What follows belongs to an exercise in optimizing a design on an open flow for a short achievable clock period and few clock cycles; a production flow would make more cautious choices.
Only simulation tests tie the RTL to the original design; equivalence was not proved.
Power figures rest on the tool's default switching activity, not on a simulated workload.

## design/flow/constraint.sdc

```tcl
create_clock -name core_clock -period 10.0 [get_ports {CLK}]
set_input_delay 2.0000 -clock core_clock [delete_from_list [all_inputs] [get_ports {CLK}]]
set_output_delay 2.0000 -clock core_clock [all_outputs]
set_load 0.01 [all_outputs]
```

## design/flow/config.mk

```make
export PLATFORM = sky130hd
export DESIGN_NAME = bfcpu_core
export DESIGN_NICKNAME = bfcpu_core
export VERILOG_FILES = /design/flow/design.v
export SDC_FILE = /design/flow/constraint.sdc
export NUM_CORES = 4
export LEC_CHECK = 0
export CAP_MARGIN = 20
export CORE_MARGIN = 2
export CORE_UTILIZATION = 40
export SLEW_MARGIN = 20
```

## design/flow/run.sh

```bash
#!/bin/bash
# synth_recipe.tcl (not shown) runs the flow's synth.tcl, then flattens the netlist and writes it again
# the make line also repeats each setting of config.mk as NAME=value (left out here)
make -C /OpenROAD-flow-scripts/flow DESIGN_CONFIG=/design/flow/config.mk WORK_HOME=/design/flow/orfs CLKGATE_MAP_FILE= SYNTH_SCRIPT=/design/flow/synth_recipe.tcl finish
```

## design/flow/design.v

```verilog
module CPU
(
    input  logic CLK,
    input  logic RES,
    output logic        IF_REQ,
    output logic [15:0] IF_ADDR,
    input  logic [ 3:0] IF_CODE,
    input  logic        IF_RDY,
    output logic        DM_REQ,
    output logic        DM_WRITE,
    output logic [14:0] DM_ADDR,
    output logic [ 7:0] DM_WDATA,
    input  logic [ 7:0] DM_RDATA,
    input  logic        DM_RDY,
    output logic        IO_REQ,
    output logic        IO_WRITE,
    output logic [ 1:0] IO_ADDR,
    output logic [ 7:0] IO_WDATA,
    input  logic [ 7:0] IO_RDATA,
    input  logic        IO_RDY
);
logic slot;
assign slot = IF_RDY & DM_RDY & IO_RDY;
logic        if_do;
logic        if_do_dphase;
logic [15:0] if_addr;  
logic [ 3:0] if_code;
logic [ 3:0] if_code_keep;
assign IF_REQ  = if_do & slot;
assign IF_ADDR = if_addr;
always_ff @(posedge CLK, posedge RES)
begin
    if (RES)
        if_do_dphase <= 1'b0;
    else if (IF_REQ & IF_RDY)
        if_do_dphase <= 1'b1;
    else if (IF_RDY)
        if_do_dphase <= 1'b0;
end
always_ff @(posedge CLK, posedge RES)
begin
    if (RES)
        if_code_keep <= 4'hf;
    else if (if_do_dphase & IF_RDY)
        if_code_keep <= IF_CODE;    
end
assign if_code = (if_do_dphase & IF_RDY)? IF_CODE : if_code_keep;
logic        dr_do;
logic        dr_do_dphase;
logic        dw_do;
logic [14:0] dm_addr;
logic [ 7:0] dw_data;
logic [ 7:0] dr_data;
logic [ 7:0] dr_data_keep;
assign DM_REQ   = (dr_do | dw_do) & slot;
assign DM_WRITE = dw_do;
assign DM_ADDR  = dm_addr;
assign DM_WDATA = dw_data;
always_ff @(posedge CLK, posedge RES)
begin
    if (RES)
        dr_do_dphase <= 1'b0;
    else if (DM_REQ & ~DM_WRITE & DM_RDY)
        dr_do_dphase <= 1'b1;
    else if (DM_RDY)
        dr_do_dphase <= 1'b0;
end
always_ff @(posedge CLK, posedge RES)
begin
    if (RES)
        dr_data_keep <= 8'h00;
    else if (dr_do_dphase & DM_RDY)
        dr_data_keep <= DM_RDATA;    
end
assign dr_data = (dr_do_dphase & DM_RDY)? DM_RDATA : dr_data_keep;
logic       ir_do;
logic       iw_do;
logic       ir_do_dphase;
logic [7:0] iw_data;
logic [7:0] ir_data;
logic [7:0] ir_data_keep;
logic [1:0] io_addr;
always_ff @(posedge CLK, posedge RES)
begin
    if (RES)
        ir_do_dphase <= 1'b0;
    else if (IO_REQ & ~IO_WRITE & IO_RDY)
        ir_do_dphase <= 1'b1;
    else if (slot)
        ir_do_dphase <= 1'b0;
end
assign IO_REQ   = (ir_do | iw_do) & slot;
assign IO_WRITE = iw_do;
assign IO_ADDR  = io_addr;
assign IO_WDATA = iw_data;
always_ff @(posedge CLK, posedge RES)
begin
    if (RES)
        ir_data_keep <= 8'h00;
    else if (ir_do_dphase & IO_RDY)
        ir_data_keep <= IO_RDATA;    
end
assign ir_data = (ir_do_dphase & IO_RDY)? IO_RDATA : ir_data_keep;
logic [15:0] pc;   
logic        pc_clr;
logic        pc_inc;
logic        pc_dec;
logic        pc_inc2;
logic        pc_dec2;
always_ff @(posedge CLK, posedge RES)
begin
    if (RES)
        pc <= 16'h0000;
    else if (pc_clr & slot)
        pc <= 16'h0000;
    else if (pc_inc & slot)
        pc <= pc + 16'h0001;
    else if (pc_dec & slot)
        pc <= pc - 16'h0001;
    else if (pc_inc2 & slot)
        pc <= pc + 16'h0002;
    else if (pc_dec2 & slot)
        pc <= pc - 16'h0002;
end
assign if_addr = pc;
logic [14:0] ptr;  
logic        ptr_clr;
logic        ptr_inc;
logic        ptr_dec;
logic        ptr_end;
always_ff @(posedge CLK, posedge RES)
begin
    if (RES)
        ptr <= 15'h0000;
    else if (ptr_clr & slot)
        ptr <= 15'h0000;
    else if (ptr_inc & slot)
        ptr <= ptr + 15'h0001;
    else if (ptr_dec & slot)
        ptr <= ptr - 15'h0001;
end
assign dm_addr = ptr;
assign ptr_end      = (ptr == 15'h001d);
logic [15:0] indent;
logic        indent_clr;
logic        indent_inc;
logic        indent_dec;
logic        indent_zero;
logic        indent_plus;
always_ff @(posedge CLK, posedge RES)
begin
    if (RES)
        indent <= 16'h0000;
    else if (indent_clr & slot)
        indent <= 16'h0000;
    else if (indent_inc & slot)
        indent <= indent + 16'h0001;
    else if (indent_dec & slot)
        indent <= indent - 16'h0001;
end
assign indent_zero = (indent == 16'h0000);
assign indent_plus = ~indent[15] & (|indent[14:0]);
logic [3:0] alufunc;
logic [7:0] aluinx;
logic [7:0] aluout;
logic       aluzero;
logic       aluinx_dr;
logic       aluinx_ir;
assign aluinx = (aluinx_dr)? dr_data
              : (aluinx_ir)? ir_data
              : 8'h00;
always_comb
begin
    case (alufunc)
        4'h0 : aluout = 8'h00;
        4'h1 : aluout = aluinx;
        4'h2  : aluout = aluinx + 8'h01;
        4'h3  : aluout = aluinx - 8'h01;
        default       : aluout = 8'h00;
    endcase
end
assign aluzero = (aluout == 8'h00);
assign dw_data = aluout;
assign iw_data = aluout;
logic [4:0] state;
logic [4:0] state_next;
logic [3:0] seq;
logic       seq_clr;
logic       seq_inc;
always_ff @(posedge CLK, posedge RES)
begin
    if (RES)
        state <= 5'h00;
    else if (slot)
        state <= state_next;
end
always_ff @(posedge CLK, posedge RES)
begin
    if (RES)
        seq <= 4'h0;
    else if (seq_clr & slot)
        seq <= 4'h0;
    else if (seq_inc & slot)
        seq <= seq + 4'h1;
end
always @*
begin
    state_next = 5'h00;
    seq_clr    = 1'b0;
    seq_inc    = 1'b0;
    if_do   = 1'b0;
    pc_clr  = 1'b0;
    pc_inc  = 1'b0;
    pc_dec  = 1'b0;
    pc_inc2 = 1'b0;
    pc_dec2 = 1'b0;
    ptr_clr = 1'b0;
    ptr_inc = 1'b0;
    ptr_dec = 1'b0;
    dr_do = 1'b0;
    dw_do = 1'b0;
    ir_do = 1'b0;
    iw_do = 1'b0;
    io_addr = 2'b00;
    indent_clr = 1'b0;
    indent_inc = 1'b0;
    indent_dec = 1'b0;
    alufunc   = 4'h0;
    aluinx_dr = 1'b0;
    aluinx_ir = 1'b0;
    casez ({state, seq})
        {5'h00, 4'h0} :
        begin
            pc_clr     = 1'b1;
            ptr_clr    = 1'b1;
            indent_clr = 1'b1;
            seq_inc    = 1'b1;
            state_next = 5'h00;
        end
        {5'h00, 4'h1} :
        begin
            if (ptr_end)
            begin
                dw_do   = 1'b1;
                alufunc = 4'h0;
                ptr_inc = 1'b1;
                seq_inc = 1'b1;
                state_next = 5'h00;
            end
            else
            begin
                dw_do   = 1'b1;
                alufunc = 4'h0;
                ptr_inc = 1'b1;
                state_next = 5'h00;
            end
        end
        {5'h00, 4'h2} :
        begin
            dr_do = 1'b1;
            seq_inc = 1'b1;
            state_next = 5'h00;
        end
        {5'h00, 4'h3} :
        begin
            aluinx_dr = 1'b1;
            alufunc   = 4'h1;
            iw_do = 1'b1;
            io_addr = 2'b10;
            ptr_inc = 1'b1;
            seq_inc = 1'b1;
            state_next = 5'h00;
        end
        {5'h00, 4'h4} :
        begin
            dr_do = 1'b1;
            seq_inc = 1'b1;
            state_next = 5'h00;
        end
        {5'h00, 4'h5} :
        begin
            aluinx_dr = 1'b1;
            alufunc   = 4'h1;
            iw_do = 1'b1;
            io_addr = 2'b11;
            ptr_clr = 1'b1;
            if_do  = 1'b1;
            pc_inc = 1'b1;
            seq_clr    = 1'b1;
            state_next = 5'h01;
        end
        {5'h01, 4'h0} :
        begin
            case (if_code)
                4'h0, 4'h1 :  
                begin
                    ptr_inc = ~if_code[0];
                    ptr_dec =  if_code[0];
                    if_do  = 1'b1;
                    pc_inc = 1'b1;
                    seq_clr    = 1'b1;
                    state_next = 5'h01;
                end
                4'h2, 4'h3 :
                begin
                    dr_do = 1'b1;
                    seq_inc    = 1'b1;
                    state_next = {1'b1, if_code};                
                end
                4'h4 :
                begin
                    dr_do = 1'b1;
                    seq_inc = 1'b1;
                    state_next = 5'h14;
                end
                4'h5 :
                begin
                    ir_do = 1'b1;
                    seq_inc = 1'b1;
                    state_next = 5'h15;
                end
                4'h6, 4'h7 :
                begin
                    dr_do = 1'b1;
                    seq_inc = 1'b1;
                    state_next = {1'b1, if_code};
                end
                4'h8 :
                begin
                    seq_clr = 1'b1;
                    state_next = 5'h00;
                end
                4'hf :
                begin
                    if_do  = 1'b1;
                    pc_inc = 1'b1;
                    seq_clr    = 1'b1;
                    state_next = 5'h01;
                end
                default :  
                begin
                    if_do  = 1'b1;
                    pc_inc = 1'b1;
                    seq_clr    = 1'b1;
                    state_next = 5'h01;
                end
            endcase        
        end        
        {5'h12, 4'h1}, {5'h13, 4'h1} :
        begin
            aluinx_dr = 1'b1;
            alufunc   = state[3:0];
            dw_do = 1'b1;
            if_do  = 1'b1;
            pc_inc = 1'b1;
            seq_clr    = 1'b1;
            state_next = 5'h01;
        end
        {5'h14, 4'h1} :
        begin
            aluinx_dr = 1'b1;
            alufunc   = 4'h1;
            iw_do = 1'b1;
            if_do  = 1'b1;
            pc_inc = 1'b1;
            seq_clr    = 1'b1;
            state_next = 5'h01;
        end
        {5'h15, 4'h1} :
        begin
            dr_do = 1'b1;
            seq_inc = 1'b1;
            state_next = 5'h15;
        end
        {5'h15, 4'h2} :
        begin
            aluinx_ir = 1'b1;
            alufunc   = 4'h1;
            dw_do = 1'b1;
            if_do  = 1'b1;
            pc_inc = 1'b1;
            seq_clr    = 1'b1;
            state_next = 5'h01;
        end
        {5'h16, 4'h1} :
        begin
            aluinx_dr = 1'b1;
            alufunc = 4'h1;
            if (~aluzero)
            begin
                if_do  = 1'b1;
                pc_inc = 1'b1;
                seq_clr    = 1'b1;
                state_next = 5'h01;
            end
            else
            begin
                if_do  = 1'b1;
                pc_inc = 1'b1;
                indent_clr = 1'b1;
                seq_inc = 1'b1;
                state_next = 5'h16;
            end
        end
        {5'h16, 4'h2} :
        begin
            if (indent_zero && (if_code == 4'h7))
            begin
                if_do  = 1'b1;
                pc_inc = 1'b1;
                seq_clr    = 1'b1;
                state_next = 5'h01;
            end
            else if (indent_plus && (if_code == 4'h7))
            begin
                indent_dec = 1'b1;
                if_do  = 1'b1;
                pc_inc = 1'b1;
                state_next = 5'h16;
            end
            else if (if_code == 4'h6)
            begin
                indent_inc = 1'b1;
                if_do  = 1'b1;
                pc_inc = 1'b1;
                state_next = 5'h16;
            end
            else
            begin
                if_do  = 1'b1;
                pc_inc = 1'b1;
                state_next = 5'h16;
            end                    
        end        
        {5'h17, 4'h1} :
        begin
            aluinx_dr = 1'b1;
            alufunc = 4'h1;
            if (aluzero)
            begin
                if_do  = 1'b1;
                pc_inc = 1'b1;
                seq_clr    = 1'b1;
                state_next = 5'h01;
            end
            else
            begin
                pc_dec2 = 1'b1;
                indent_clr = 1'b1;
                seq_inc = 1'b1;
                state_next = 5'h17;
            end
        end
        {5'h17, 4'h2} :
        begin
            if_do  = 1'b1;
            pc_dec = 1'b1;
            seq_inc = 1'b1;
            state_next = 5'h17;
        end
        {5'h17, 4'h3} :
        begin
            if (indent_zero && (if_code == 4'h6))
            begin
                pc_inc2 = 1'b1;
                seq_inc = 1'b1;
                state_next = 5'h17;
            end
            else if (indent_plus && (if_code == 4'h6))
            begin
                indent_dec = 1'b1;
                if_do  = 1'b1;
                pc_dec = 1'b1;
                state_next = 5'h17;
            end
            else if (if_code == 4'h7)
            begin
                indent_inc = 1'b1;
                if_do  = 1'b1;
                pc_dec = 1'b1;
                state_next = 5'h17;
            end
            else
            begin
                if_do  = 1'b1;
                pc_dec = 1'b1;
                state_next = 5'h17;
            end                    
        end        
        {5'h17, 4'h4} :
        begin
            if_do  = 1'b1;
            pc_inc = 1'b1;
            seq_clr    = 1'b1;
            state_next = 5'h01;
        end
        default :  
        begin
            seq_clr    = 1'b1;
            state_next = 5'h00;
        end
    endcase
end
endmodule
module CACHE
(
    input  logic CLK,
    input  logic RES,
    input  logic        IF_REQ,
    input  logic [15:0] IF_ADDR,
    output logic [ 3:0] IF_CODE,
    output logic        IF_RDY,
    input  logic        DM_REQ,
    input  logic        DM_WRITE,
    input  logic [14:0] DM_ADDR,
    input  logic [ 7:0] DM_WDATA,
    output logic [ 7:0] DM_RDATA,
    output logic        DM_RDY,
    output logic        BUS_REQ,
    output logic        BUS_WRITE,
    output logic [15:0] BUS_ADDR,
    output logic [ 7:0] BUS_WDATA,
    input  logic [ 7:0] BUS_RDATA,
    input  logic        BUS_RDY
);
logic if_slot;  
logic [10:0] ic_a0;  
logic [10:0] ic_a1;  
logic [10:0] ic_a2;  
logic [10:0] ic_a3;  
logic [31:0] ic_d0;  
logic [31:0] ic_d1;  
logic [31:0] ic_d2;  
logic [31:0] ic_d3;  
logic        ic_v0;  
logic        ic_v1;  
logic        ic_v2;  
logic        ic_v3;  
logic        if_hit;
logic        if_hit_dphase;
logic [ 4:0] if_hit_dphase_addr;  
assign if_hit = IF_REQ & ic_v0 & (IF_ADDR[4:3] == 2'b00) & (ic_a0 == IF_ADDR[15:5])
              | IF_REQ & ic_v1 & (IF_ADDR[4:3] == 2'b01) & (ic_a1 == IF_ADDR[15:5])
              | IF_REQ & ic_v2 & (IF_ADDR[4:3] == 2'b10) & (ic_a2 == IF_ADDR[15:5])
              | IF_REQ & ic_v3 & (IF_ADDR[4:3] == 2'b11) & (ic_a3 == IF_ADDR[15:5]);
always_ff @(posedge CLK, posedge RES)
begin
    if (RES)
    begin
        if_hit_dphase      <= 1'b0;
        if_hit_dphase_addr <= 5'b00_000;
    end
    else if (if_hit & if_slot)
    begin
        if_hit_dphase      <= 1'b1;
        if_hit_dphase_addr <= IF_ADDR[4:0];
    end
    else if (if_slot)
    begin
        if_hit_dphase      <= 1'b0;
        if_hit_dphase_addr <= 5'b00_000;
    end
end    
logic        if_mis_req;
logic [15:0] if_mis_req_addr;  
logic        if_mis_dphase;
logic [15:0] if_mis_dphase_addr;
logic [31:0] if_mis_dphase_rdata;
assign if_mis_req = IF_REQ & ~if_hit;
assign if_mis_req_addr = {1'b0, IF_ADDR[15:1]};
always_ff @(posedge CLK, posedge RES)
begin
    if (RES)
    begin
        if_mis_dphase      <= 1'b0;
        if_mis_dphase_addr <= 16'h0000;
    end
    else if (if_mis_req & if_slot)
    begin
        if_mis_dphase      <= 1'b1;
        if_mis_dphase_addr <= IF_ADDR[15:0];        
    end
    else if (if_slot)
    begin
        if_mis_dphase      <= 1'b0;
        if_mis_dphase_addr <= 16'h0000;
    end
end
always_ff @(posedge CLK, posedge RES)
begin
    if (RES)
    begin
        ic_v0 <= 1'b0;
        ic_v1 <= 1'b0;
        ic_v2 <= 1'b0;
        ic_v3 <= 1'b0;
    end
    else if (if_mis_req & if_slot & (IF_ADDR[4:3] == 2'b00))
        ic_v0 <= 1'b1;
    else if (if_mis_req & if_slot & (IF_ADDR[4:3] == 2'b01))
        ic_v1 <= 1'b1;
    else if (if_mis_req & if_slot & (IF_ADDR[4:3] == 2'b10))
        ic_v2 <= 1'b1;
    else if (if_mis_req & if_slot & (IF_ADDR[4:3] == 2'b11))
        ic_v3 <= 1'b1;
end
always_ff @(posedge CLK, posedge RES)
begin
    if (RES)
    begin
        ic_a0 <= 11'h000;
        ic_a1 <= 11'h000;
        ic_a2 <= 11'h000;
        ic_a3 <= 11'h000;
    end
    else if (if_mis_req & if_slot & (IF_ADDR[4:3] == 2'b00))
        ic_a0 <= IF_ADDR[15:5];
    else if (if_mis_req & if_slot & (IF_ADDR[4:3] == 2'b01))
        ic_a1 <= IF_ADDR[15:5];
    else if (if_mis_req & if_slot & (IF_ADDR[4:3] == 2'b10))
        ic_a2 <= IF_ADDR[15:5];
    else if (if_mis_req & if_slot & (IF_ADDR[4:3] == 2'b11))
        ic_a3 <= IF_ADDR[15:5];
end
always_ff @(posedge CLK, posedge RES)
begin
    if (RES)
    begin
        ic_d0 <= 32'h00000000;
        ic_d1 <= 32'h00000000;
        ic_d2 <= 32'h00000000;
        ic_d3 <= 32'h00000000;
    end
    else if (if_mis_dphase & if_slot & (if_mis_dphase_addr[4:3] == 2'b00))
        ic_d0 <= if_mis_dphase_rdata;
    else if (if_mis_dphase & if_slot & (if_mis_dphase_addr[4:3] == 2'b01))
        ic_d1 <= if_mis_dphase_rdata;
    else if (if_mis_dphase & if_slot & (if_mis_dphase_addr[4:3] == 2'b10))
        ic_d2 <= if_mis_dphase_rdata;
    else if (if_mis_dphase & if_slot & (if_mis_dphase_addr[4:3] == 2'b11))
        ic_d3 <= if_mis_dphase_rdata;
end
logic [3:0] ic_d0_out;
logic [3:0] ic_d1_out;
logic [3:0] ic_d2_out;
logic [3:0] ic_d3_out;
always @*
begin
    case (if_hit_dphase_addr[2:0])
        3'b000  : ic_d0_out = ic_d0[ 3: 0];
        3'b001  : ic_d0_out = ic_d0[ 7: 4];
        3'b010  : ic_d0_out = ic_d0[11: 8];
        3'b011  : ic_d0_out = ic_d0[15:12];
        3'b100  : ic_d0_out = ic_d0[19:16];
        3'b101  : ic_d0_out = ic_d0[23:20];
        3'b110  : ic_d0_out = ic_d0[27:24];
        3'b111  : ic_d0_out = ic_d0[31:28];
        default : ic_d0_out = 4'b1111;  
    endcase
end
always @*
begin
    case (if_hit_dphase_addr[2:0])
        3'b000  : ic_d1_out = ic_d1[ 3: 0];
        3'b001  : ic_d1_out = ic_d1[ 7: 4];
        3'b010  : ic_d1_out = ic_d1[11: 8];
        3'b011  : ic_d1_out = ic_d1[15:12];
        3'b100  : ic_d1_out = ic_d1[19:16];
        3'b101  : ic_d1_out = ic_d1[23:20];
        3'b110  : ic_d1_out = ic_d1[27:24];
        3'b111  : ic_d1_out = ic_d1[31:28];
        default : ic_d1_out = 4'b1111;  
    endcase
end
always @*
begin
    case (if_hit_dphase_addr[2:0])
        3'b000  : ic_d2_out = ic_d2[ 3: 0];
        3'b001  : ic_d2_out = ic_d2[ 7: 4];
        3'b010  : ic_d2_out = ic_d2[11: 8];
        3'b011  : ic_d2_out = ic_d2[15:12];
        3'b100  : ic_d2_out = ic_d2[19:16];
        3'b101  : ic_d2_out = ic_d2[23:20];
        3'b110  : ic_d2_out = ic_d2[27:24];
        3'b111  : ic_d2_out = ic_d2[31:28];
        default : ic_d2_out = 4'b1111;  
    endcase
end
always @*
begin
    case (if_hit_dphase_addr[2:0])
        3'b000  : ic_d3_out = ic_d3[ 3: 0];
        3'b001  : ic_d3_out = ic_d3[ 7: 4];
        3'b010  : ic_d3_out = ic_d3[11: 8];
        3'b011  : ic_d3_out = ic_d3[15:12];
        3'b100  : ic_d3_out = ic_d3[19:16];
        3'b101  : ic_d3_out = ic_d3[23:20];
        3'b110  : ic_d3_out = ic_d3[27:24];
        3'b111  : ic_d3_out = ic_d3[31:28];
        default : ic_d3_out = 4'b1111;  
    endcase
end
always @*
begin
    if (if_hit_dphase & if_slot)
    begin   
        IF_CODE = (if_hit_dphase_addr[4:3] == 2'b00)? ic_d0_out
                : (if_hit_dphase_addr[4:3] == 2'b01)? ic_d1_out
                : (if_hit_dphase_addr[4:3] == 2'b10)? ic_d2_out
                : (if_hit_dphase_addr[4:3] == 2'b11)? ic_d3_out
                : 4'hf;  
    end
    else if (if_mis_dphase & if_slot)
        IF_CODE = (if_mis_dphase_addr[2:0] == 3'b000)? if_mis_dphase_rdata[ 3: 0]
                : (if_mis_dphase_addr[2:0] == 3'b001)? if_mis_dphase_rdata[ 7: 4]
                : (if_mis_dphase_addr[2:0] == 3'b010)? if_mis_dphase_rdata[11: 8]
                : (if_mis_dphase_addr[2:0] == 3'b011)? if_mis_dphase_rdata[15:12]
                : (if_mis_dphase_addr[2:0] == 3'b100)? if_mis_dphase_rdata[19:16]
                : (if_mis_dphase_addr[2:0] == 3'b101)? if_mis_dphase_rdata[23:20]
                : (if_mis_dphase_addr[2:0] == 3'b110)? if_mis_dphase_rdata[27:24]
                : (if_mis_dphase_addr[2:0] == 3'b111)? if_mis_dphase_rdata[31:28]
                : 4'hf;  
    else
        IF_CODE = 4'hf;  
end
assign IF_RDY = if_slot;
logic dm_slot;  
logic [11:0] dc_a0;  
logic [11:0] dc_a1;  
logic [31:0] dc_d0;  
logic [31:0] dc_d1;  
logic        dc_v0;  
logic        dc_v1;  
logic        dm_hit;
logic        dm_hit_dphase;
logic        dm_hit_dphase_write;
logic [ 2:0] dm_hit_dphase_addr;  
logic [ 7:0] dm_hit_dphase_wdata;
logic [31:0] dm_hit_dphase_update_data0;
logic [31:0] dm_hit_dphase_update_data1;
assign dm_hit = DM_REQ & dc_v0 & ~DM_ADDR[2] & (dc_a0 == DM_ADDR[14:3])
              | DM_REQ & dc_v1 &  DM_ADDR[2] & (dc_a1 == DM_ADDR[14:3]);
always_ff @(posedge CLK, posedge RES)
begin
    if (RES)
    begin
        dm_hit_dphase       <= 1'b0;
        dm_hit_dphase_write <= 1'b0;
        dm_hit_dphase_addr  <= 3'b0_00;
        dm_hit_dphase_wdata <= 8'h00;
    end
    else if (dm_hit & dm_slot)
    begin
        dm_hit_dphase       <= 1'b1;
        dm_hit_dphase_write <= DM_WRITE;
        dm_hit_dphase_addr  <= DM_ADDR[2:0];
        dm_hit_dphase_wdata <= DM_WDATA;
    end
    else if (dm_slot)
    begin
        dm_hit_dphase       <= 1'b0;
        dm_hit_dphase_write <= 1'b0;
        dm_hit_dphase_addr  <= 3'b0_00;
        dm_hit_dphase_wdata <= 8'h00;
    end
end
logic        dm_mis_req;
logic        dm_mis_req_write;
logic [15:0] dm_mis_req_addr;
logic        dm_mis_replace;
logic [15:0] dm_mis_replace_addr;
logic        dm_mis_dphase;
logic [14:0] dm_mis_dphase_addr;
logic        dm_mis_dphase_write;
logic [ 7:0] dm_mis_dphase_wdata;
logic [31:0] dm_mis_dphase_rdata;
logic [31:0] dm_mis_dphase_update_data;
logic [31:0] dm_mis_dphase_writeback_data;
assign dm_mis_req       = DM_REQ & ~dm_hit;
assign dm_mis_req_write = DM_WRITE;
assign dm_mis_req_addr  = {1'b1, DM_ADDR};
assign dm_mis_replace   = dm_mis_req & dc_v0 & ~DM_ADDR[2]
                        | dm_mis_req & dc_v1 &  DM_ADDR[2];    
assign dm_mis_replace_addr = (~DM_ADDR[2])? {1'b1, dc_a0, 1'b0, 2'b00}
                           :                {1'b1, dc_a1, 1'b1, 2'b00};   
always_ff @(posedge CLK, posedge RES)
begin
    if (RES)
    begin
        dm_mis_dphase       <= 1'b0;
        dm_mis_dphase_write <= 1'b0;
        dm_mis_dphase_addr  <= 15'h0000;
        dm_mis_dphase_wdata <= 8'h00;
    end
    else if (dm_mis_req & dm_slot)
    begin
        dm_mis_dphase       <= 1'b1;
        dm_mis_dphase_write <= dm_mis_req_write;
        dm_mis_dphase_addr  <= DM_ADDR;
        dm_mis_dphase_wdata <= DM_WDATA;
    end
    else if (dm_slot)
    begin
        dm_mis_dphase       <= 1'b0;
        dm_mis_dphase_write <= 1'b0;
        dm_mis_dphase_addr  <= 15'h0000;
        dm_mis_dphase_wdata <= 8'h00;
    end
end
always_ff @(posedge CLK, posedge RES)
begin
    if (RES)
    begin
        dc_v0 <= 1'b0;
        dc_v1 <= 1'b0;
    end
    else if (dm_mis_req & dm_slot & ~DM_ADDR[2])
        dc_v0 <= 1'b1;
    else if (dm_mis_req & dm_slot &  DM_ADDR[2])
        dc_v1 <= 1'b1;
end
always_ff @(posedge CLK, posedge RES)
begin
    if (RES)
    begin
        dc_a0 <= 12'h000;
        dc_a1 <= 12'h000;
    end
    else if (dm_mis_req & dm_slot & ~DM_ADDR[2])
        dc_a0 <= DM_ADDR[14:3];
    else if (dm_mis_req & dm_slot &  DM_ADDR[2])
        dc_a1 <= DM_ADDR[14:3];
end
always_ff @(posedge CLK, posedge RES)
begin
    if (RES)
    begin
        dc_d0 <= 32'h00000000;
        dc_d1 <= 32'h00000000;
    end
    else if (dm_hit_dphase & dm_hit_dphase_write & dm_slot & ~dm_hit_dphase_addr[2])
        dc_d0 <= dm_hit_dphase_update_data0;
    else if (dm_hit_dphase & dm_hit_dphase_write & dm_slot &  dm_hit_dphase_addr[2])
        dc_d1 <= dm_hit_dphase_update_data1;
    else if (dm_mis_dphase & dm_mis_dphase_write & dm_slot & ~dm_mis_dphase_addr[2])
        dc_d0 <= dm_mis_dphase_update_data;
    else if (dm_mis_dphase & dm_mis_dphase_write & dm_slot &  dm_mis_dphase_addr[2])
        dc_d1 <= dm_mis_dphase_update_data;
    else if (dm_mis_dphase & dm_slot & ~dm_mis_dphase_addr[2])
        dc_d0 <= dm_mis_dphase_rdata;
    else if (dm_mis_dphase & dm_slot &  dm_mis_dphase_addr[2])
        dc_d1 <= dm_mis_dphase_rdata;
end
always @*
begin
    dm_hit_dphase_update_data0 = dc_d0;  
    if (dm_hit_dphase_addr[1:0] == 2'b00) dm_hit_dphase_update_data0[ 7: 0] = dm_hit_dphase_wdata;
    if (dm_hit_dphase_addr[1:0] == 2'b01) dm_hit_dphase_update_data0[15: 8] = dm_hit_dphase_wdata;
    if (dm_hit_dphase_addr[1:0] == 2'b10) dm_hit_dphase_update_data0[23:16] = dm_hit_dphase_wdata;
    if (dm_hit_dphase_addr[1:0] == 2'b11) dm_hit_dphase_update_data0[31:24] = dm_hit_dphase_wdata;
end
always @*
begin
    dm_hit_dphase_update_data1 = dc_d1;  
    if (dm_hit_dphase_addr[1:0] == 2'b00) dm_hit_dphase_update_data1[ 7: 0] = dm_hit_dphase_wdata;
    if (dm_hit_dphase_addr[1:0] == 2'b01) dm_hit_dphase_update_data1[15: 8] = dm_hit_dphase_wdata;
    if (dm_hit_dphase_addr[1:0] == 2'b10) dm_hit_dphase_update_data1[23:16] = dm_hit_dphase_wdata;
    if (dm_hit_dphase_addr[1:0] == 2'b11) dm_hit_dphase_update_data1[31:24] = dm_hit_dphase_wdata;
end
always @*
begin
    dm_mis_dphase_update_data = dm_mis_dphase_rdata;
    if (dm_mis_dphase_addr[1:0] == 2'b00) dm_mis_dphase_update_data[ 7: 0] = dm_mis_dphase_wdata;
    if (dm_mis_dphase_addr[1:0] == 2'b01) dm_mis_dphase_update_data[15: 8] = dm_mis_dphase_wdata;
    if (dm_mis_dphase_addr[1:0] == 2'b10) dm_mis_dphase_update_data[23:16] = dm_mis_dphase_wdata;
    if (dm_mis_dphase_addr[1:0] == 2'b11) dm_mis_dphase_update_data[31:24] = dm_mis_dphase_wdata;
end
always @*
begin
    if (dm_hit_dphase & ~dm_hit_dphase_write & dm_slot)
        DM_RDATA = (dm_hit_dphase_addr[2:0] == 3'b0_00)? dc_d0[ 7: 0]
                 : (dm_hit_dphase_addr[2:0] == 3'b0_01)? dc_d0[15: 8]
                 : (dm_hit_dphase_addr[2:0] == 3'b0_10)? dc_d0[23:16]
                 : (dm_hit_dphase_addr[2:0] == 3'b0_11)? dc_d0[31:24]
                 : (dm_hit_dphase_addr[2:0] == 3'b1_00)? dc_d1[ 7: 0]
                 : (dm_hit_dphase_addr[2:0] == 3'b1_01)? dc_d1[15: 8]
                 : (dm_hit_dphase_addr[2:0] == 3'b1_10)? dc_d1[23:16]
                 : (dm_hit_dphase_addr[2:0] == 3'b1_11)? dc_d1[31:24]
                 : 8'h00;
    else if (dm_mis_dphase & ~dm_mis_dphase_write & dm_slot)
        DM_RDATA = (dm_mis_dphase_addr[1:0] == 2'b00)? dm_mis_dphase_rdata[ 7: 0]
                 : (dm_mis_dphase_addr[1:0] == 2'b01)? dm_mis_dphase_rdata[15: 8]
                 : (dm_mis_dphase_addr[1:0] == 2'b10)? dm_mis_dphase_rdata[23:16]
                 : (dm_mis_dphase_addr[1:0] == 2'b11)? dm_mis_dphase_rdata[31:24]
                 : 8'h00;
    else
        DM_RDATA = 8'h00;
end
assign dm_mis_dphase_writeback_data
    = (dm_mis_req & dm_hit_dphase & ~dm_mis_req_addr[2] & ~dm_hit_dphase_addr[2])? dm_hit_dphase_update_data0
    : (dm_mis_req & dm_hit_dphase &  dm_mis_req_addr[2] &  dm_hit_dphase_addr[2])? dm_hit_dphase_update_data1
    : (dm_mis_req & ~dm_mis_req_addr[2])? dc_d0
    : (dm_mis_req &  dm_mis_req_addr[2])? dc_d1
    : (dm_mis_dphase                   )? dm_mis_dphase_update_data  
    : 32'h00000000;
assign DM_RDY = dm_slot;
logic        bus_req_inst;
logic        bus_req_data;
logic        bus_req_read;
logic        bus_req_wrte;
logic [15:0] bus_req_addr;
logic        bus_req_repl;
logic [15:0] bus_req_repl_addr;
logic [31:0] bus_req_wdata;
logic        bus_rdy;
logic [31:0] bus_rdy_rdata;
logic        if_mis_req_pend;
logic [15:0] if_mis_req_addr_pend;
assign bus_req_inst = (if_mis_req | if_mis_req_pend) & ~dm_mis_req;  
assign bus_req_data = dm_mis_req;
assign bus_req_read = dm_mis_req & ~dm_mis_req_write;
assign bus_req_wrte = dm_mis_req &  dm_mis_req_write;
assign bus_req_repl = dm_mis_replace;
assign bus_req_addr = (dm_mis_req     )? dm_mis_req_addr
                    : (if_mis_req_pend)? if_mis_req_addr_pend
                    : (if_mis_req     )? if_mis_req_addr
                    : 16'h0000;
assign bus_req_repl_addr = dm_mis_replace_addr;
assign bus_req_wdata = dm_mis_dphase_writeback_data;
assign if_mis_dphase_rdata = bus_rdy_rdata;
assign dm_mis_dphase_rdata = bus_rdy_rdata;
logic        bus_inst;
logic        bus_read;
logic        bus_wrte;
logic        bus_repl;
logic [15:0] bus_repl_addr;
logic [15:0] bus_pend_addr;
logic [31:0] bus_pend_wdata;
logic [31:0] bus_pend_rdata;
logic [ 2:0] bus_count;
logic        bus_count_end;
logic        bus_count_0123;
always_ff @(posedge CLK, posedge RES)
begin
    if (RES)
        bus_count <= 3'b000;
    else if (bus_req_inst & BUS_RDY)
        bus_count <= 3'b101;
    else if ((bus_req_read | bus_req_wrte) &  bus_req_repl & BUS_RDY)
        bus_count <= 3'b001;
    else if ((bus_req_read | bus_req_wrte) & ~bus_req_repl & BUS_RDY)
        bus_count <= 3'b101;
    else if (bus_count_end & BUS_RDY)
        bus_count <= bus_count;
    else if ((|bus_count) & BUS_RDY)
        bus_count <= bus_count + 3'b001;
end
assign bus_count_end  = (bus_count == 3'b000);
assign bus_count_0123 = ~bus_count[2];
always_ff @(posedge CLK, posedge RES)
begin
    if (RES)
        bus_inst <= 1'b0; 
    else if (bus_req_inst & BUS_RDY)
        bus_inst <= 1'b1; 
    else if (bus_count_end & BUS_RDY)
        bus_inst <= 1'b0; 
end
always_ff @(posedge CLK, posedge RES)
begin
    if (RES)
        bus_read <= 1'b0; 
    else if (bus_req_read & BUS_RDY)
        bus_read <= 1'b1; 
    else if (bus_count_end & BUS_RDY)
        bus_read <= 1'b0; 
end
always_ff @(posedge CLK, posedge RES)
begin
    if (RES)
        bus_wrte <= 1'b0; 
    else if (bus_req_wrte & BUS_RDY)
        bus_wrte <= 1'b1; 
    else if (bus_count_end & BUS_RDY)
        bus_wrte <= 1'b0; 
end
always_ff @(posedge CLK, posedge RES)
begin
    if (RES)
    begin
        bus_repl      <= 1'b0; 
        bus_repl_addr <= 16'h0000;
    end
    else if ((bus_req_read | bus_req_wrte) & BUS_RDY)
    begin
        bus_repl      <= bus_req_repl; 
        bus_repl_addr <= bus_req_repl_addr;
    end
    else if (bus_count_end & BUS_RDY)
    begin
        bus_repl      <= 1'b0; 
        bus_repl_addr <= 16'h0000;
    end
end
always_ff @(posedge CLK, posedge RES)
begin
    if (RES)
        bus_pend_addr <= 16'h0000;
    else if ((bus_req_inst | bus_req_read | bus_req_wrte) & BUS_RDY)
        bus_pend_addr <= bus_req_addr;
end
always_ff @(posedge CLK, posedge RES)
begin
    if (RES)
        bus_pend_wdata <= 32'h00000000;
    else if ((bus_req_read | bus_req_wrte) & BUS_RDY)
        bus_pend_wdata <= bus_req_wdata;
end
assign BUS_REQ = bus_req_inst | bus_req_read | bus_req_wrte
               | ((bus_inst | bus_read | bus_wrte) & ~bus_count_end);
assign BUS_WRITE = ((bus_req_read | bus_req_wrte) & bus_req_repl)? 1'b1
                 : (bus_req_inst  | bus_inst                    )? 1'b0
                 : ((bus_read | bus_wrte) & bus_count_0123)? 1'b1
                 : 1'b0;
assign BUS_ADDR
    = ((bus_req_read | bus_req_wrte) & ~bus_req_repl)? {bus_req_addr [15:2]    , 2'b00}
    : ((bus_req_read | bus_req_wrte) &  bus_req_repl)? {bus_req_repl_addr[15:2], 2'b00}
    : (bus_req_inst                                 )? {bus_req_addr[15:2]     , 2'b00}
    : ((bus_read | bus_wrte) & bus_count_0123)? {bus_repl_addr[15:2], bus_count[1:0]}
    : ((bus_read | bus_wrte)                 )? {bus_pend_addr[15:2], bus_count[1:0]}
    : (bus_inst                              )? {bus_pend_addr[15:2], bus_count[1:0]}
    : 16'h0000;
always @*
begin
    if (bus_req_read | bus_req_wrte)
    begin
        BUS_WDATA = bus_req_wdata[7:0];
    end
    else if (bus_read | bus_wrte)
    begin
        BUS_WDATA = (bus_count == 3'b001)? bus_pend_wdata[15: 8]
                  : (bus_count == 3'b010)? bus_pend_wdata[23:16]
                  : (bus_count == 3'b011)? bus_pend_wdata[31:24]
                  : 8'h00;
    end
    else
    begin
        BUS_WDATA = 8'h00;
    end
end
always_ff @(posedge CLK, posedge RES)
begin
    if (RES)
        bus_pend_rdata <= 32'h00000000;
    else if (bus_inst & BUS_RDY)
    begin
        if (bus_count == 3'b101)
            bus_pend_rdata[ 7: 0] <= BUS_RDATA;
        else if (bus_count == 3'b110)
            bus_pend_rdata[15: 8] <= BUS_RDATA;
        else if (bus_count == 3'b111)
            bus_pend_rdata[23:16] <= BUS_RDATA;
        else if (bus_count == 3'b000)
            bus_pend_rdata[31:24] <= BUS_RDATA;
    end
    else if ((bus_read | bus_wrte) & BUS_RDY)
    begin
        if (bus_count == 3'b101)
            bus_pend_rdata[ 7: 0] <= BUS_RDATA;
        else if (bus_count == 3'b110)
            bus_pend_rdata[15: 8] <= BUS_RDATA;
        else if (bus_count == 3'b111)
            bus_pend_rdata[23:16] <= BUS_RDATA;
        else if (bus_count == 3'b000)
            bus_pend_rdata[31:24] <= BUS_RDATA;
    end
end
assign bus_rdy = bus_count_end & BUS_RDY;
assign bus_rdy_rdata = {BUS_RDATA, bus_pend_rdata[23:0]};
always_ff @(posedge CLK, posedge RES)
begin
    if (RES)
    begin
        if_mis_req_pend      <= 1'b0;
        if_mis_req_addr_pend <= 16'h0000;
    end
    else if (if_mis_req & dm_mis_req & bus_rdy)
    begin
        if_mis_req_pend      <= if_mis_req;
        if_mis_req_addr_pend <= if_mis_req_addr;
    end
    else if (if_mis_req_pend & ~dm_mis_req & bus_rdy)
    begin
        if_mis_req_pend      <= 1'b0;
        if_mis_req_addr_pend <= 16'h0000;
    end
end
assign if_slot = bus_rdy & ~if_mis_req_pend;
assign dm_slot = bus_rdy | dm_hit_dphase;
endmodule
module bfcpu_core
(
    input  logic CLK,
    input  logic RES_N,
    output logic        BUS_REQ,
    output logic        BUS_WRITE,
    output logic [15:0] BUS_ADDR,
    output logic [ 7:0] BUS_WDATA,
    input  logic [ 7:0] BUS_RDATA,
    input  logic        BUS_RDY,
    output logic        IO_REQ,
    output logic        IO_WRITE,
    output logic [ 1:0] IO_ADDR,
    output logic [ 7:0] IO_WDATA,
    input  logic [ 7:0] IO_RDATA,
    input  logic        IO_RDY
);
logic        if_req;
logic [15:0] if_addr;
logic [ 3:0] if_code;
logic        if_rdy;
logic        dm_req;
logic        dm_write;
logic [14:0] dm_addr;
logic [ 7:0] dm_wdata;
logic [ 7:0] dm_rdata;
logic        dm_rdy;
CPU U_CPU
(
    .CLK (CLK),
    .RES (~RES_N),
    .IF_REQ  (if_req),
    .IF_ADDR (if_addr),
    .IF_CODE (if_code),
    .IF_RDY  (if_rdy),
    .DM_REQ   (dm_req),
    .DM_WRITE (dm_write),
    .DM_ADDR  (dm_addr),
    .DM_WDATA (dm_wdata),
    .DM_RDATA (dm_rdata),
    .DM_RDY   (dm_rdy),
    .IO_REQ   (IO_REQ),
    .IO_WRITE (IO_WRITE),
    .IO_ADDR  (IO_ADDR),
    .IO_WDATA (IO_WDATA),
    .IO_RDATA (IO_RDATA),
    .IO_RDY   (IO_RDY)
);
CACHE U_CACHE
(
    .CLK (CLK),
    .RES (~RES_N),
    .IF_REQ  (if_req),
    .IF_ADDR (if_addr),
    .IF_CODE (if_code),
    .IF_RDY  (if_rdy),
    .DM_REQ   (dm_req),
    .DM_WRITE (dm_write),
    .DM_ADDR  (dm_addr),
    .DM_WDATA (dm_wdata),
    .DM_RDATA (dm_rdata),
    .DM_RDY   (dm_rdy),
    .BUS_REQ   (BUS_REQ),
    .BUS_WRITE (BUS_WRITE),
    .BUS_ADDR  (BUS_ADDR),
    .BUS_WDATA (BUS_WDATA),
    .BUS_RDATA (BUS_RDATA),
    .BUS_RDY   (BUS_RDY)
);
endmodule
```

==> results.txt <==
-- through the flow --
step / instances / util
floorplan: 2911 / -
global placement: 3773 / 0.422
detailed placement: 3773 / 0.422
CTS: 3871 / 0.447
global route: 3872 / 0.447
finish: 3872 / 0.447
-- worst register-to-register path, stage by stage, from the launching register on --
cell       delay (ps)
dfrtp_2           500
buf_4             500
nor2b_2           290
a221oi_1          340
a21oi_1           120
o221ai_1          490
nand3_1           260
o21ai_1           510
nand3_1           120
or3_1             610
ha_1              450
nor2b_1           160
o31a_1            270
o41ai_1           370
o21ai_0           230
o41a_1            420
a31o_2            310
or4_1             390
o21ai_0           310
o221ai_1          200
o2111ai_1         110
or3b_1            360
-- logic make-up (layout without fill, tap and decap cells) --
group / after synthesis / after routing / synth area share
AND/OR/NAND/NOR: 792 / 792 / 0.129
AO/OA/AOI/OAI: 650 / 650 / 0.164
XOR/XNOR: 117 / 117 / 0.0352
buffers and inverters: 325 / 327 / 0.0479
adder cells (fa/ha/maj): 62 / 62 / 0.0273
flip-flops: 479 / 479 / 0.407
multiplexers: 486 / 486 / 0.189
-- worst max-delay path by stage --
stage,startpoint,to,slack (ps),cells after the start
final,BUS_RDY,BUS_ADDR[9],410,19
after global routing,BUS_RDY,BUS_ADDR[10],120,19
after CTS,BUS_RDY,BUS_ADDR[8],160,17
after detailed placement,BUS_RDY,BUS_ADDR[8],200,17
after global placement,BUS_RDY,BUS_ADDR[14],390,19
after floorplan,BUS_RDY,BUS_ADDR[15],2120,18
-- layout by cell type, fill, tap and decap left out, types with 14 or more instances in the layout --
cell and count:
buf_4 71, nand3_1 49, o22ai_1 21, nor2b_1 20, xnor2_1 75, a22oi_1 14
dfrtp_1 472, and2_1 20, clkbuf_8 15, mux2i_1 200, nor3_1 58, nand2_1 242
o21a_1 15, mux2_1 19, nor4_1 19, mux4_2 27, a211oi_1 17, mux2_2 230
clkbuf_16 54, a22o_1 28, clkdlybuf4s50_1 56, a21o_1 19, o21ai_0 135, xor2_1 41
inv_1 94, ha_1 58, nor2_1 218, nand2b_1 32, a221o_1 67, o221ai_1 71
a21oi_1 104, nand4_1 24, and3_1 32
-- per-layer routing --
layer | routed length (µm) | up-vias | part of all wire | track usage
li1 | - | 10600 | - | -
met1 | 41200 | 12300 | 0.43 | 0.346
met2 | 44900 | 1044 | 0.46 | 0.408
met3 | 6920 | 217 | 0.072 | 0.0426
met4 | 3440 | 6 | 0.036 | 0.0845
met5 | 35 | - | 0.00036 | 0
-- where the power goes --
part / switching, mW / internal (mW)
combinational: 1.41 / 0.898
sequential: 0.380 / 2.10
clock: 0.882 / 1.16
total: 2.67 / 4.16
-- cell type report --
| cell class | instances | area, µm² |
|---|---|---|
| Sequential cell | 479 | 12000 |
| Clock buffer | 79 | 1600 |
| Clock inverter | 19 | 194 |
| Multi-Input combinational cell | 2107 | 16100 |
| Inverter | 97 | 364 |
| Fill cell | 6834 | 40300 |
| Tap cell | 959 | 1200 |
| Timing Repair Buffer | 132 | 1170 |
-- state kept, by name, indices dropped and copies added, names as in the netlist, 12 cells and up --
signal / flops
U_CACHE.bus_pend_addr: 14
U_CACHE.bus_pend_rdata: 24
U_CACHE.bus_pend_wdata: 24
U_CACHE.bus_repl_addr: 14
U_CACHE.dc_a0: 12
U_CACHE.dc_a1: 12
U_CACHE.dc_d0: 32
U_CACHE.dc_d1: 32
U_CACHE.ic_d0: 32
U_CACHE.ic_d1: 32
U_CACHE.ic_d2: 32
U_CACHE.ic_d3: 32
U_CACHE.if_mis_req_addr_pend: 13
U_CPU.indent: 16
U_CPU.pc: 16
U_CPU.ptr: 15
==> impl_metrics.tcl <==
set metrics [dict create \
    status "timing/DRC/antenna clean" \
    drt-initial-drc-count 2671 \
    required_ps 8000 \
    setup_violations 0 \
    synth_top_area_frac 0.403 \
    yosysMostFrequentCell "dfrtp_1" \
    slew_viol_final 0 \
    ys_seq_elements 479 \
    ys_warn_count 2 \
    synth_commonest_cells "dfrtp_1, nand2_1, mux2_2, nor2_1, mux2i_1" \
    r2r_slack_ps 2540 \
    synth_nets 2993 \
    hold_start "U_CACHE.ic_v2" \
    synth_top_area_cell "dfrtp_1" \
    cp_top_family "compound AO/OA/AOI/OAI gates" \
    cts_tree "done" \
    grt_pass1_wl_um 149000 \
    grt.total_usage 0.253 \
    grt_pass1_vias 24000 \
    route.detailed.drc 0 \
    clockRootBuffer "clkbuf_16" \
    port_buffers 57 \
    synthArstFlopShare 1.00 \
    leakagePower_nw 14.9 \
    critPathKind "primary input to output pin" \
    fp.dieH_um 275 \
    fp.coreArea_mm2 0.0730 \
    max_clock_freq_mhz 104 \
    synth.area.top_cells "dfrtp_1, mux2_2, mux2i_1" \
    setup_tns_ps 0 \
    dp_hpwl_um 67700 \
    stdcell_area_mm2 0.0326 \
    ant_nets 0 \
    fin_crit_sh 0.959 \
    cap_violations 0 \
    post_cts_buffers 0 \
    cp.arrival_ps 7590 \
    critPathBufInv 3 \
    wirelength_um 96500 \
    tightest_slew_ps 1100 \
    vias 24200 \
    avgSynthCellArea_um2 10.1 \
    worstSkewPairLatency_ps 640 \
    dpl_cell_area_mm2 0.0308 \
    rows 99 \
    synth_cells 2911 \
    cts_hold_buf 0 \
    cts_inserted_buffers 54 \
    ys_seq_area_frac 0.407 \
    min_path_type "flip-flop to flip-flop" \
    clk_pin_slew_ps 60 \
    place_congestion 0.966 \
    start_kind "primary input" \
    ys_types 115 \
    whs_endpoint "U_CACHE.ic_v2" \
    fin_crit_ps 9590 \
    grt_max_degree 171 \
    n_antenna_cell 0 \
    first_pass_iters 7 \
    r2r.worst_path.cells 21 \
    pre_cts_slack_ps 200 \
    worstPathCellList "clkdlybuf4s50_1 -> and3b_1 -> o2111a_1 -> a221oi_1 -> a21oi_1 -> ha_1 -> a21oi_1 -> o21bai_1 -> a211oi_1 -> o21ai_0 -> mux2i_1 -> o22ai_1 -> nand4b_2 -> o21ai_4 -> o21a_4 -> nor3_2 -> buf_6 -> a221o_1 -> clkdlybuf4s50_1" \
    powerDensity_mw_per_mm2 209 \
    die_x_um 275 \
    slowest_stage "clkdlybuf4s50_1" \
    cp_max_fo 8 \
    min_path_cells 1 \
    start_util 0.404 \
    htreeDepth 2 \
    via_per_inst 6.25 \
    clock_sinks 479 \
    area_delta_synth_final_pct 10.7 \
    rsz0062_at_grt "no" \
    whs_ps 470 \
    syn_area_mm2 0.0295 \
    r2r_start "U_CACHE.if_hit_dphase_addr[0]" \
    synthFlopType "dfrtp_1" \
    cts_resized 0 \
    cts_buffer_depth 3 \
    vdd.ir_drop.worst_uv 148 \
    total_power_mw 6.83 \
    hold_violations 0 \
    ios 58 \
    max_stage_delay_ps 590 \
    post_drt_wl_per_cell_um 24.9 \
    max_slew_margin 0.263 \
    fin_nets 2953 \
    finClkSkew_ps 40.8 \
    setup_slack_ps 412 \
    die_area_mm2 0.0759 \
    endpoint_kind "output pin" \
    final_layout_size_suffix_gt1_frac 0.169 \
    antenna_found_initial 4 \
    reg2reg_to "U_CPU.pc[15]" \
    overflow 0 \
    synth_edf_count 0 \
]
Testbench counts, summed over its fixed seeds: cycles 1,212,392.

-- separate check: timing with driven ports --
The flow's constraints put no driver on any port. The routed layout listed below was extracted and timed again, unchanged, in two steps. Step 1: set_driving_cell puts a clkbuf_16 on CLK and a buf_2 on each other input, an assumption about the parent block. Step 2 moves the port delays by t, midway between the first and last clock arrival at a register: inputs arrive t later, outputs are due t later. That takes back most of the time a late clock gives input paths. a / b / c = no drivers / after step 1 / after step 2; a / b = the first two.
t (ns): 0.688
setup WS [ns]: 0.412 / 0.389 / 0.389
latest minus earliest clock arrival (ns): 0.041 / 0.041
After both steps setup and hold are still met in this run. The setup slack of this run moves by -0.023 ns with the drivers and by -0.023 ns with both steps.
